This is an optimization exercise on Yosys and OpenROAD, whose aim is small area, not a production implementation. Only simulation tests tie the RTL to the original design; equivalence was not proved. No activity file was given, so power comes from the tool's default toggle rates.

## trial 53
## main
module main(
    input clk,
    input rst,
    input btnl,
    input btnd,
    input btnr,
    input btnp,
    input [3:0] speed,
    output [7:0] led,
    output [6:0] seg,
    output [3:0] an
    );
wire [3:0] bebida;
wire [3:0] total;
wire [3:0] cambio;
wire reset_wire;
wire cobrar_wire;
wire cancel_wire;
wire hundred_wire;
wire five_hundred_wire;
wire [2:0] c_type;
wire [2:0] c_type_saved;
wire t_expired;
wire [2:0] ing_type;
wire [1:0] t_value;
wire start_timer;
wire ok;
localparam DB_N = 10, DB_K = 6;
localparam DIV_W = 12, DIV_K = 10;
localparam [DIV_W-1:0] DIV_TERM = 12'h742;
localparam SEG_N = 10, SEG_K = 6;
assign led[1:0] = 2'b00;
Debouncer #(.N(DB_N), .K(DB_K)) coffee      (.clk(clk), .rst(rst), .signal(speed[0]), .signal_state(bebida[0]), .signal_up());
Debouncer #(.N(DB_N), .K(DB_K)) coffee_milk (.clk(clk), .rst(rst), .signal(speed[1]), .signal_state(bebida[1]), .signal_up());
Debouncer #(.N(DB_N), .K(DB_K)) cappuc      (.clk(clk), .rst(rst), .signal(speed[2]), .signal_state(bebida[2]), .signal_up());
Debouncer #(.N(DB_N), .K(DB_K)) mocca       (.clk(clk), .rst(rst), .signal(speed[3]), .signal_state(bebida[3]), .signal_up());
Debouncer #(.N(DB_N), .K(DB_K)) cancel      (.clk(clk), .rst(rst), .signal(btnd), .signal_state(cancel_wire), .signal_up());
Debouncer #(.N(DB_N), .K(DB_K)) reset       (.clk(clk), .rst(rst), .signal(btnp), .signal_state(reset_wire), .signal_up());
Debouncer #(.N(DB_N), .K(DB_K)) hundred_coin      (.clk(clk), .rst(rst), .signal(btnl), .signal_state(), .signal_up(hundred_wire));
  ...
Size: ~620 cells after synthesis, ~29 I/O pins, about 5300 um^2 of cells after synthesis.
==> module FSM, before the edit <==
module FSM(
    input clk,
    input rst,
    input ok,
    input t_expired,
    input reset,
    input [2:0] c_type,
    output [2:0] ing_type,
    output start_timer,
    output [7:3] ingredientes,
    output cobrar,
    output reg [2:0] c_type_saved
    );
reg [2:0] ph;
reg l;
always @(posedge clk) begin
	if (rst | reset) begin
		ph <= 3'd0;
		l <= 1'b0;
	end else if (l) begin
		l <= 1'b0;
	end else if (ph == 3'd0) begin
		if (ok) begin
			ph <= 3'd1;
			l <= 1'b1;
		end
	end else if (ph == 3'd6) begin
		ph <= 3'd0;
	end else if (t_expired) begin
		ph <= ph + 3'd1;
		l <= 1'b1;
	end
	if (~rst & ~reset & ~l & (ph == 3'd0) & ok)
		c_type_saved <= c_type;
end
assign ing_type = ph;
assign ingredientes = {ph == 3'd1, ph == 3'd2, ph == 3'd3, ph == 3'd4, ph == 3'd5};
assign start_timer = ~l & (ph != 3'd0) & (ph != 3'd6);
assign cobrar = l & (ph == 3'd6);
endmodule
==> flow/config.mk <==
export PLATFORM = sky130hd
export DESIGN_NAME = main
export DESIGN_NICKNAME = main
export VERILOG_FILES = /design/flow/design.v
export SDC_FILE = /design/flow/constraint.sdc
export NUM_CORES = 4
export LEC_CHECK = 0
export CAP_MARGIN = 20
export CORE_MARGIN = 2
export CORE_UTILIZATION = 60
export SLEW_MARGIN = 20
==> flow/constraint.sdc <==
create_clock -name core_clock -period 10.0 [get_ports {clk}]
set_input_delay 2.0000 -clock core_clock [delete_from_list [all_inputs] [get_ports {clk}]]
set_output_delay 2.0000 -clock core_clock [all_outputs]
set_load 0.01 [all_outputs]
standard.sh (not shown) runs the stock make flow with config.mk's settings and CLKGATE_MAP_FILE= SYNTH_SCRIPT=/design/flow/synth_recipe.tcl, a recipe that flattens the netlist after the stock synthesis.
==> flow/flow/run.sh <==
#!/bin/bash
# Own flow: the standard flow, with three changes to how the layout is made:
#  1. after the standard synthesis, the combinational gates are re-mapped by
#     ABC for area (flip-flops untouched, see remap.tcl); the result is used
#     only if Yosys proves it equivalent to the standard netlist (equiv.tcl);
#  2. port buffers are the smallest buffer (buf_1) instead of the default;
#  3. clock tree synthesis uses clkbuf_4 buffers and inserts no dummy loads.
# Each tool's full output goes to a log file in the work folder.
set -euo pipefail
WORK=$(pwd)
FLOWDIR=$WORK/flow
export RES=$WORK/orfs/results/${FLOW_PLATFORM}/main/base
export ABC_SCRIPT=$FLOWDIR/area.abc

bash standard.sh synth > $WORK/log_synth.txt 2>&1
cp $RES/1_2_yosys.v $RES/1_2_yosys_std.v
if yosys -c $FLOWDIR/remap.tcl > $WORK/log_remap.txt 2>&1 &&
   yosys -c $FLOWDIR/equiv.tcl > $WORK/log_equiv.txt 2>&1; then
  cp $RES/1_2_yosys_remap.v $RES/1_2_yosys.v
  rm -f $RES/1_synth.odb $RES/1_synth.sdc
  echo "using re-mapped netlist"
else
  echo "re-map not proven; using the standard netlist"
fi

export BUFFER_PORTS_ARGS="-buffer_cell sky130_fd_sc_hd__buf_1"
export CTS_ARGS="-sink_clustering_enable -repair_clock_nets -buf_list sky130_fd_sc_hd__clkbuf_8 -dont_use_dummy_load"
bash standard.sh finish > $WORK/log_finish.txt 2>&1
Other scripts of this flow, unchanged in this note and not shown: flow/flow/area.abc, flow/flow/equiv.tcl, flow/flow/remap.tcl
--- input diff trial 53..trial 42 ---
-- flow/design.v --
<<< trial 53, line 84
    input reset,
    input [2:0] c_type,
    output [2:0] ing_type,
    output start_timer,
    output [7:3] ingredientes,
>>> trial 42, line 84
    input reset,
    input [2:0] c_type,
    output reg [2:0] ing_type,
    output start_timer,
    output [7:3] ingredientes,
<<< trial 53, line 90
    output reg [2:0] c_type_saved
    );
reg [2:0] ph;
reg l;
always @(posedge clk) begin
	if (rst | reset) begin
		ph <= 3'd0;
		l <= 1'b0;
	end else if (l) begin
		l <= 1'b0;
	end else if (ph == 3'd0) begin
		if (ok) begin
			ph <= 3'd1;
			l <= 1'b1;
		end
	end else if (ph == 3'd6) begin
		ph <= 3'd0;
	end else if (t_expired) begin
		ph <= ph + 3'd1;
		l <= 1'b1;
	end
	if (~rst & ~reset & ~l & (ph == 3'd0) & ok)
		c_type_saved <= c_type;
end
assign ing_type = ph;
assign ingredientes = {ph == 3'd1, ph == 3'd2, ph == 3'd3, ph == 3'd4, ph == 3'd5};
assign start_timer = ~l & (ph != 3'd0) & (ph != 3'd6);
assign cobrar = l & (ph == 3'd6);
endmodule
module Comparador(
>>> trial 42, line 90
    output reg [2:0] c_type_saved
    );
localparam [2:0] IDLE = 3'b000, WATER = 3'b001, COFFEE = 3'b011, MILK = 3'b010,
                 CHOCO = 3'b110, SUGAR = 3'b111, CHARGE = 3'b101;
reg [2:0] ph;
reg l;
reg [2:0] ph_next;
always @(*)
	case (ph)
		WATER:   ph_next = COFFEE;
		COFFEE:  ph_next = MILK;
		MILK:    ph_next = CHOCO;
		CHOCO:   ph_next = SUGAR;
		default: ph_next = CHARGE;    
	endcase
always @(posedge clk) begin
	if (rst | reset) begin
		ph <= IDLE;
		l <= 1'b0;
	end else if (l) begin
		l <= 1'b0;
	end else if (ph == IDLE) begin
		if (ok) begin
			ph <= WATER;
			l <= 1'b1;
		end
	end else if (ph == CHARGE) begin
		ph <= IDLE;
	end else if (t_expired) begin
		ph <= ph_next;
		l <= 1'b1;
	end
	if (ph == IDLE)
		c_type_saved <= c_type;
end
always @(*)
	case (ph)
		WATER:   ing_type = 3'd1;
		COFFEE:  ing_type = 3'd2;
		MILK:    ing_type = 3'd3;
		CHOCO:   ing_type = 3'd4;
		SUGAR:   ing_type = 3'd5;
		default: ing_type = 3'd0;
	endcase
assign ingredientes = {ph == WATER, ph == COFFEE, ph == MILK, ph == CHOCO, ph == SUGAR};
assign start_timer = ~l & (ph != IDLE) & (ph != CHARGE);
assign cobrar = l & (ph == CHARGE);
endmodule
module Comparador(
--- outcome ---
Trial 42: all stages complete, timing, DRC and antenna checks passed
Trial 53 reached the final stage; the timing, DRC and antenna checks on its layout passed.
Of trial 53 and trial 42, the higher share of power burned in combinational logic belongs to trial 42.
Run comparison: trial 42 capturing instance or port of the critical path seg[0]; trial 53 capturing instance or port of the critical path seg[3]
As far as final-layout clock buffer total is concerned, trial 42 and trial 53 perform about the same.
Diff trial 53 -> trial 42: buffering stage count on the worst path with inverters included went down by 1, least setup slack across all paths after layout decreased 0.058 ns.
On layout overhead on the synthesized area, trial 53 and trial 42 are basically level.
Between trial 42 and trial 53, the peak per-stage delay on the critical path does not differ in any meaningful way.
Of trial 53 and trial 42, trial 53 shows the higher clock network fraction of total power, with trial 42 below it.
Trial 42 vs trial 53: global-route wire length before repair up in trial 42
Measured against each other, trial 53 and trial 42 differ in post-route worst hold slack, the higher figure coming from trial 42.
Count of vias placed by the detailed router for trial 42: 1.5% down relative to trial 53
Trial 53 has lower average vias per placed instance than trial 42.

==> what the ideal ports hide <==
No port has a modelled driver above. Below, the same layouts with a new extraction and two added sets of constraints. Step 1 sets driving cells, clkbuf_16 on the clock port and buf_2 on the other inputs (assumed; they add their load-dependent delay and slew). Step 2, shift: input delay + t, output delay - t, t = (earliest + latest rising clock arrival at the registers) / 2. This alone moves slack from input paths to output paths. a / b / c = ideal ports / drivers / drivers and shift; a / b = the first two.
| run | shift t [ns] | setup WS [ns] | clock arrival spread, ns | worst data-port slew with drivers (ns) |
|---|---|---|---|---|
| trial 53 | 0.433 | 6.179 / 6.149 / 6.521 | 0.041 / 0.041 | 0.03 |
| trial 42 | 0.445 | 6.122 / 6.088 / 6.304 | 0.028 / 0.028 | 0.04 |
After both steps setup and hold are still met in every run listed.
